What follows belongs to an exercise in optimizing a design on an open flow for small area; a production flow would make more cautious choices.
In this exercise RTL edits were held to simulation tests only and were not proved equivalent to the original.
No driver is modelled on the clock port, so clock power and skew are understated where the tree is cut down; a real chip needs a root buffer or a tree.
Power is estimated from default activity; no workload was simulated.

## fxmul_q88
module fxmul_q88 (
input signed [15:0] multiplicand,
input signed [15:0] multiplier,
output signed [15:0] o_result,
output overflow_flag,
input clk,
input reset
);
reg [15:0] acc;    
reg [7:0]  lo;     
reg [3:0]  cnt;    
reg        busy;   
wire zero3 = ~(cnt[0] | cnt[1] | cnt[2]);
wire fb = zero3 | (cnt[0] ^ cnt[3]);
wire last = cnt[3] & zero3;           
wire [3:0] cnt_next = reset ? 4'd0 : {cnt[2:0], fb};
wire [15:0] brow = {multiplier[4],  multiplier[5],  multiplier[6],  multiplier[11],
                    multiplier[9],  multiplier[7],  multiplier[12], ~multiplier[15],
                    multiplier[3],  multiplier[10], multiplier[8],  multiplier[14],
                    multiplier[2],  multiplier[13], multiplier[1],  multiplier[0]};
wire xsel = brow[cnt];
wire [15:0] pp;
genvar j;
generate for (j = 0; j < 15; j = j + 1) begin : g_pp
  assign pp[j] = multiplicand[j] ? xsel : last;
end endgenerate
assign pp[15] = multiplicand[15] ? ~xsel : ~last;
wire [16:0] c;
wire [15:0] s;
assign c[0] = 1'b1;
genvar k;
generate for (k = 0; k < 16; k = k + 1) begin : g_add
  assign s[k]   = acc[k] ^ pp[k] ^ c[k];
  assign c[k+1] = (acc[k] & pp[k]) | (c[k] & (acc[k] ^ pp[k]));
end endgenerate
wire [16:0] t = {c[16], s};
wire [8:0] top = {~acc[15], acc[14:7]};
always @(posedge clk) begin
  cnt  <= cnt_next;
  if (reset) begin
    acc  <= 16'd129;
    lo   <= 8'd0;
    busy <= 1'b1;
  end else begin
    busy <= busy & ~last;
    if (busy) begin
      acc <= t[16:1];
      lo  <= {t[0], lo[7:1]};
    end
  end
end
assign o_result = {acc[7:0], lo};
assign overflow_flag = ~((&top) | ~(|top));
endmodule
For scale: ~110 cells after synthesis, about 51 I/O pins, roughly 1500 um2 of cells after synthesis.
export LEC_CHECK = 0
export ABC_AREA = 1
export CAP_MARGIN = 20
export CORE_MARGIN = 2
export CORE_UTILIZATION = 40
export GPL_TIMING_DRIVEN = 0
export SETUP_SLACK_MARGIN = -0.3
export SLEW_MARGIN = 20
create_clock -name core_clock -period 10.0 [get_ports {clk}]
standard.sh (not shown) runs the stock make flow with config.mk's settings and CLKGATE_MAP_FILE= SYNTH_SCRIPT=/design/flow/synth_recipe.tcl, a recipe that flattens the netlist after the stock synthesis.
==> flow/flow/run.sh <==
#!/bin/bash
# Standard synthesis, then the logic between its registers replaced by a
# hand-mapped netlist (gen_netlist.py; the registers keep their names and
# cells), then the standard layout with the smallest port buffers and a
# two-buffer clock tree (cts_hook.tcl).
set -euo pipefail
R=orfs/results/${FLOW_PLATFORM}/fxmul_q88/base
export BUFFER_PORTS_ARGS="-buffer_cell sky130_fd_sc_hd__buf_1"
export PRE_CTS_TCL=$PWD/flow/cts_hook.tcl
export CLOCK_BUFFER_CELL=sky130_fd_sc_hd__clkbuf_8
export CLOCK_BUFFER_CELL2=sky130_fd_sc_hd__clkbuf_4
export CLOCK_SPLIT_FRACTION=0.62
bash standard.sh synth > synth.log 2>&1
cp $R/1_2_yosys.v std_1_2_yosys.v
python3 flow/gen_netlist.py std_1_2_yosys.v $R/1_2_yosys.v > gen.log 2>&1
touch $R/1_2_yosys.v
bash standard.sh > layout.log 2>&1
==> flow/flow/gen_netlist.py <==
#!/usr/bin/env python3
"""Write a hand-mapped gate netlist of fxmul_q88 that keeps the standard
synthesis's registers (same instance names and cell types).

usage: gen_netlist.py STD_NETLIST OUT_NETLIST

The registers are read from STD_NETLIST (the standard synthesis of the RTL);
the logic between them is placed here cell by cell, following
rtl/fxmul_q88.v exactly (same next-state function for every register).
"""
import re
import sys

P = "sky130_fd_sc_hd__"

std = open(sys.argv[1]).read()
regs = {}
for cell, inst in re.findall(r"\b(" + P + r"\w*df\w*)\s+(\\\S+|\w+)\s*\(", std):
    name = inst.lstrip("\\").split("$")[0]
    regs[name] = (cell, inst)

want = (["acc[%d]" % i for i in range(16)] + ["lo[%d]" % i for i in range(8)]
        + ["cnt[%d]" % i for i in range(4)] + ["busy"])
missing = [w for w in want if w not in regs]
extra = [r for r in regs if r not in want]
if missing or extra:
    sys.exit("register mismatch: missing %s extra %s" % (missing, extra))

cells = []
n = [0]


def g(cell, **pins):
    n[0] += 1
    conn = ", ".join(".%s(%s)" % (p, v) for p, v in pins.items())
    cells.append("  %s%s g%d (%s);" % (P, cell, n[0], conn))


def ff(reg, d, de=None):
    cell, inst = regs[reg]
    base = cell[len(P):]
    q = Q(reg)
    if base.startswith("edfxtp"):
        assert de is not None, reg
        conn = ".CLK(clk), .D(%s), .DE(%s), .Q(%s)" % (d, de, q)
    elif base.startswith("dfxtp"):
        assert de is None, reg
        conn = ".CLK(clk), .D(%s), .Q(%s)" % (d, q)
    else:
        sys.exit("unexpected register cell %s for %s" % (cell, reg))
    if inst.startswith("\\"):
        inst = inst + " "
    cells.append("  %s %s(%s);" % (cell, inst, conn))


def Q(reg):
    # register outputs keep the RTL's names (acc[3], busy, ...)
    return reg


a = ["multiplicand[%d]" % i for i in range(16)]
b = ["multiplier[%d]" % i for i in range(16)]
load = "reset"
acc = [Q("acc[%d]" % i) for i in range(16)]
lo = [Q("lo[%d]" % i) for i in range(8)]
cnt = [Q("cnt[%d]" % i) for i in range(4)]
busy = Q("busy")

# xsel = brow[cnt]
# state v of the row counter stands for row ROW[v]
ROW = [0, 1, 13, 2, 14, 8, 10, 3, 15, 12, 7, 9, 11, 6, 5, 4]
# state 8 (row 15) takes ~b15
g("inv_1", A=b[15], Y="nb15")
br = [b[ROW[v]] if ROW[v] != 15 else "nb15" for v in range(16)]
for j in range(4):
    g("mux4_2", A0=br[4 * j], A1=br[4 * j + 1], A2=br[4 * j + 2], A3=br[4 * j + 3],
      S0=cnt[0], S1=cnt[1], X="m%d" % j)
g("mux4_2", A0="m0", A1="m1", A2="m2", A3="m3", S0=cnt[2], S1=cnt[3], X="xsel")
xsel = "xsel"

# last = cnt[3] & zero3 (zero3 = ~(cnt[0]|cnt[1]|cnt[2]), from the counter)
g("nand2_1", A=cnt[3], B="zero3", Y="nL")
# nX = ~xsel = ~(b_i ^ last)
g("inv_2", A=xsel, Y="nX")
# pp[j] = a[j] ? xsel : last   (j < 15), via inverting mux
for j in range(15):
    g("mux2i_1", A0="nL", A1="nX", S=a[j], Y="pp%d" % j)
# pp[15] = a15 ? ~xsel : ~last
g("mux2_1", A0="nL", A1="nX", S=a[15], X="pp15")

# adder, carry-in 1
g("xnor2_1", A=acc[0], B="pp0", Y="s0")
g("or2_1", A=acc[0], B="pp0", X="c1")
for k in range(1, 16):
    g("fa_1", A=acc[k], B="pp%d" % k, CIN="c%d" % k, COUT="c%d" % (k + 1), SUM="s%d" % k)
t = ["s%d" % k for k in range(16)] + ["c16"]

# hold selects: busyp = busy & ~reset, nbusyp = ~busy & ~reset, in two
# copies (a: acc[15:4], b: acc[3:0] and lo) to keep each net's fanout at 12
for h in "ab":
    g("nor2b_1", A=load, B_N=busy, Y="busyp_" + h)
    g("nor2_1", A=load, B=busy, Y="nbusyp_" + h)
# acc[15:8] <= reset ? 0 : busy ? t[16:9] : acc[15:8]
for k in range(8, 16):
    g("a22o_1", A1="busyp_a", A2=t[k + 1], B1="nbusyp_a", B2=acc[k], X="dacc%d" % k)
    ff("acc[%d]" % k, "dacc%d" % k)
# acc[7:0] <= reset ? K : busy ? t[8:1] : acc[7:0]   (K = 129)
for k in range(8):
    h = "a" if k >= 4 else "b"
    if k in (0, 7):
        g("a221o_1", A1="busyp_" + h, A2=t[k + 1], B1="nbusyp_" + h, B2=acc[k], C1=load, X="dacc%d" % k)
    else:
        g("a22o_1", A1="busyp_" + h, A2=t[k + 1], B1="nbusyp_" + h, B2=acc[k], X="dacc%d" % k)
    ff("acc[%d]" % k, "dacc%d" % k)
# lo <= reset ? 0 : busy ? {t[0], lo[7:1]} : lo
for k in range(8):
    g("a22o_1", A1="busyp_b", A2=t[0] if k == 7 else lo[k + 1], B1="nbusyp_b", B2=lo[k], X="dlo%d" % k)
    ff("lo[%d]" % k, "dlo%d" % k)

# cnt <= reset ? 0 : {cnt[2:0], fb},  fb = zero3 | (cnt[0] ^ cnt[3])
g("nor3_1", A=cnt[0], B=cnt[1], C=cnt[2], Y="zero3")
g("xor2_1", A=cnt[0], B=cnt[3], X="x03")
g("nor2_1", A="zero3", B="x03", Y="nfb")
g("nor2_1", A=load, B="nfb", Y="dc0")
for k in range(1, 4):
    g("nor2b_1", A=load, B_N=cnt[k - 1], Y="dc%d" % k)
for k in range(4):
    ff("cnt[%d]" % k, "dc%d" % k)

# busy <= reset | (busy & ~last)
g("a21o_1", A1=busy, A2="nL", B1=load, X="dbusy")
ff("busy", "dbusy")

# overflow_flag: acc[15:7] = S[31:23] (S[31] flipped) not all equal
g("nand4_1", A=acc[11], B=acc[12], C=acc[13], D=acc[14], Y="nh")
g("nand4_1", A=acc[7], B=acc[8], C=acc[9], D=acc[10], Y="nl")
g("nor4_1", A=acc[11], B=acc[12], C=acc[13], D=acc[14], Y="zh")
g("nor4_1", A=acc[7], B=acc[8], C=acc[9], D=acc[10], Y="zl")
g("nor3_1", A=acc[15], B="nh", C="nl", Y="ones")
g("a31oi_1", A1=acc[15], A2="zh", A3="zl", B1="ones", Y="ovf")

# outputs
assigns = []
for k in range(8):
    assigns.append("  assign o_result[%d] = %s;" % (k, lo[k]))
    assigns.append("  assign o_result[%d] = %s;" % (k + 8, acc[k]))
assigns.append("  assign overflow_flag = ovf;")

wires = set()
for line in cells:
    for v in re.findall(r"\.\w+\(([^)]*)\)", line):
        if "[" not in v and v not in ("clk", "reset") and v not in regs:
            wires.add(v)

out = ["module fxmul_q88 (multiplicand, multiplier, o_result, overflow_flag, clk, reset);",
       "  input [15:0] multiplicand;", "  input [15:0] multiplier;",
       "  output [15:0] o_result;", "  output overflow_flag;",
       "  input clk;", "  input reset;"]
out += ["  wire [15:0] acc;", "  wire [7:0] lo;", "  wire [3:0] cnt;",
        "  wire busy;"]
out += ["  wire %s;" % w for w in sorted(wires)]
out += cells + assigns + ["endmodule", ""]
open(sys.argv[2], "w").write("\n".join(out))
print("wrote %s: %d cells" % (sys.argv[2], len(cells)))
Other scripts of this flow, unchanged in this note and not shown: flow/flow/cts_hook.tcl
Then changed:
--- a/flow/flow/gen_netlist.py
+++ b/flow/flow/gen_netlist.py
@@ -83 +83,3 @@
-# nX = ~xsel = ~(b_i ^ last)
+# nX = ~xsel = ~(b_i ^ last); bit 0 (the start of the carry chain) gets
+# an inverter of its own
+g("inv_1", A=xsel, Y="nX0")
@@ -87 +89 @@
-    g("mux2i_1", A0="nL", A1="nX", S=a[j], Y="pp%d" % j)
+    g("mux2i_1", A0="nL", A1="nX0" if j == 0 else "nX", S=a[j], Y="pp%d" % j)
GPL_TIMING_DRIVEN = unset   (was 0)
SETUP_SLACK_MARGIN = unset   (was -0.3)
What happened: The new run went through all stages and came out clean. Worst hold slack improved by 0.018 ns. Sequential share of layout area decreases by 0.21 points. Via count increases by 4.4%. Setup slack improved by 0.27 ns. Final cell count increases by 0.94%. Wire length increases by 2.0%. Power increases by 0.50%. Global-route usage increases by 0.68 points. Core utilization increases by 0.31 points. Combinational power is about the same. Sequential power barely changes.
Then changed:
--- a/flow/flow/gen_netlist.py
+++ b/flow/flow/gen_netlist.py
@@ -83,3 +83 @@
-# nX = ~xsel = ~(b_i ^ last); bit 0 (the start of the carry chain) gets
-# an inverter of its own
-g("inv_1", A=xsel, Y="nX0")
+# nX = ~xsel = ~(b_i ^ last)
@@ -89 +87 @@
-    g("mux2i_1", A0="nL", A1="nX0" if j == 0 else "nX", S=a[j], Y="pp%d" % j)
+    g("mux2i_1", A0="nL", A1="nX", S=a[j], Y="pp%d" % j)
@@ -100,5 +98,4 @@
-# hold selects: busyp = busy & ~reset, nbusyp = ~busy & ~reset, in two
-# copies (a: acc[15:4], b: acc[3:0] and lo) to keep each net's fanout at 12
-for h in "ab":
-    g("nor2b_1", A=load, B_N=busy, Y="busyp_" + h)
-    g("nor2_1", A=load, B=busy, Y="nbusyp_" + h)
+# hold selects: busyp = busy & ~reset, nbusyp = ~busy & ~reset (fanout 24,
+# hence the x2 drive)
+g("nor2b_2", A=load, B_N=busy, Y="busyp_a")
+g("nor2_2", A=load, B=busy, Y="nbusyp_a")
@@ -111 +108 @@
-    h = "a" if k >= 4 else "b"
+    h = "a"
@@ -119 +116 @@
-    g("a22o_1", A1="busyp_b", A2=t[0] if k == 7 else lo[k + 1], B1="nbusyp_b", B2=lo[k], X="dlo%d" % k)
+    g("a22o_1", A1="busyp_a", A2=t[0] if k == 7 else lo[k + 1], B1="nbusyp_a", B2=lo[k], X="dlo%d" % k)
GPL_TIMING_DRIVEN = 0   (was unset)
SETUP_SLACK_MARGIN = -0.3   (was unset)
Worst setup slack is worse by 0.28 ns; total power grows by 0.52%; maximum frequency shrinks by 2.9%; die area shrinks by 0.55%; via count shrinks by 4.4%; hold slack is worse by 0.0092 ns; synthesized area shrinks by 0.58%; core utilization shrinks by 0.45 points; routed wire length grows by 1.6%; final cell count shrinks by 1.9%; global-route usage grows by 0.50 points.
Then changed:
--- a/flow/flow/gen_netlist.py
+++ b/flow/flow/gen_netlist.py
@@ -83,2 +83,3 @@
-# nX = ~xsel = ~(b_i ^ last)
-g("inv_2", A=xsel, Y="nX")
+# nX = ~xsel = ~(b_i ^ last), one inverter for bits 0..7, one for 8..15
+g("inv_2", A=xsel, Y="nXa")
+g("inv_2", A=xsel, Y="nXb")
@@ -87 +88 @@
-    g("mux2i_1", A0="nL", A1="nX", S=a[j], Y="pp%d" % j)
+    g("mux2i_1", A0="nL", A1="nXa" if j < 8 else "nXb", S=a[j], Y="pp%d" % j)
@@ -89 +90 @@
-g("mux2_1", A0="nL", A1="nX", S=a[15], X="pp15")
+g("mux2_1", A0="nL", A1="nXb", S=a[15], X="pp15")
@@ -98,4 +99,5 @@
-# hold selects: busyp = busy & ~reset, nbusyp = ~busy & ~reset (fanout 24,
-# hence the x2 drive)
-g("nor2b_2", A=load, B_N=busy, Y="busyp_a")
-g("nor2_2", A=load, B=busy, Y="nbusyp_a")
+# hold selects: busyp = busy & ~reset, nbusyp = ~busy & ~reset, in two
+# copies (a: acc[15:4], b: acc[3:0] and lo) to keep each net's fanout at 12
+for h in "ab":
+    g("nor2b_1", A=load, B_N=busy, Y="busyp_" + h)
+    g("nor2_1", A=load, B=busy, Y="nbusyp_" + h)
@@ -108 +110 @@
-    h = "a"
+    h = "a" if k >= 4 else "b"
@@ -116 +118 @@
-    g("a22o_1", A1="busyp_a", A2=t[0] if k == 7 else lo[k + 1], B1="nbusyp_a", B2=lo[k], X="dlo%d" % k)
+    g("a22o_1", A1="busyp_b", A2=t[0] if k == 7 else lo[k + 1], B1="nbusyp_b", B2=lo[k], X="dlo%d" % k)
GPL_TIMING_DRIVEN = unset   (was 0)
SETUP_SLACK_MARGIN = unset   (was -0.3)
Core utilization is higher by 0.45 points.
Critical path depth is unchanged.
Die area is higher by 0.55%.
Flip-flop and latch count does not change.
Worst setup slack is better by 0.26 ns.
Wire length is lower by 2.2%.
Sequential power barely changes.
Then changed:
--- a/flow/flow/gen_netlist.py
+++ b/flow/flow/gen_netlist.py
@@ -83,3 +83,2 @@
-# nX = ~xsel = ~(b_i ^ last), one inverter for bits 0..7, one for 8..15
-g("inv_2", A=xsel, Y="nXa")
-g("inv_2", A=xsel, Y="nXb")
+# nX = ~xsel = ~(b_i ^ last)
+g("inv_2", A=xsel, Y="nX")
@@ -88 +87 @@
-    g("mux2i_1", A0="nL", A1="nXa" if j < 8 else "nXb", S=a[j], Y="pp%d" % j)
+    g("mux2i_1", A0="nL", A1="nX", S=a[j], Y="pp%d" % j)
@@ -90 +89 @@
-g("mux2_1", A0="nL", A1="nXb", S=a[15], X="pp15")
+g("mux2_1", A0="nL", A1="nX", S=a[15], X="pp15")
GPL_TIMING_DRIVEN = 0   (was unset)
Worst setup slack got worse by 0.14 ns.
Global-route usage decreases by 0.81 points.
Cell area fell by 0.35%.
Cell count came out lower by 0.93%.
Worst hold slack stays flat.
Combinational power hardly moves.
Then changed:
--- a/flow/flow/gen_netlist.py
+++ b/flow/flow/gen_netlist.py
@@ -84 +84 @@
-g("inv_2", A=xsel, Y="nX")
+g("inv_4", A=xsel, Y="nX")
GPL_TIMING_DRIVEN = unset   (was 0)
Result: Worst setup slack gets better by 0.12 ns. Clock skew hardly moves. Clock power rose by about 2%. Via count went up by 0.54%. Power rises by about 1.1%. Fmax climbs by about 1.2%. Wire length rose by 6.2%. Global-route usage goes up by 1.3 points. Register-to-register slack gets better by 0.09 ns. First-iteration DRC count rose by about 20%. Cell area stays flat.
No run of this note takes its clock network from TritonCTS; it comes from the design's own scripts or RTL.

==> re-timing with driven ports <==
The flow's constraints put no driver on any port. The routed layouts listed below were extracted and timed again, unchanged, in two steps.
Step 1 assumes that a clkbuf_16 drives the clock port and a buf_2 every other input.
Step 2 moves the port delays by t, midway between the first and last clock arrival at a register: inputs arrive t later, outputs are due t later. That takes back most of the time a late clock gives input paths.
Three values: no drivers, after step 1, after step 2; two values: the first two.
run	t (ns)	setup slack, ns	worst setup path after step 2
the first run	0.192	0.186 / 0.193 / 0.001	input to register
the second run	0.193	0.455 / 0.461 / 0.269	input to register
the third run	0.200	0.171 / 0.177 / -0.022	input to register
the fourth run	0.201	0.427 / 0.426 / 0.225	input to register
the fifth run	0.192	0.283 / 0.290 / 0.098	input to register
the sixth run	0.193	0.400 / 0.401 / 0.209	input to register
Met with ideal ports but missed after step 2: setup timing in the third run. For the fourth run, which loses most, drivers alone change the setup slack by -0.001 ns; drivers and shift together by -0.202 ns.
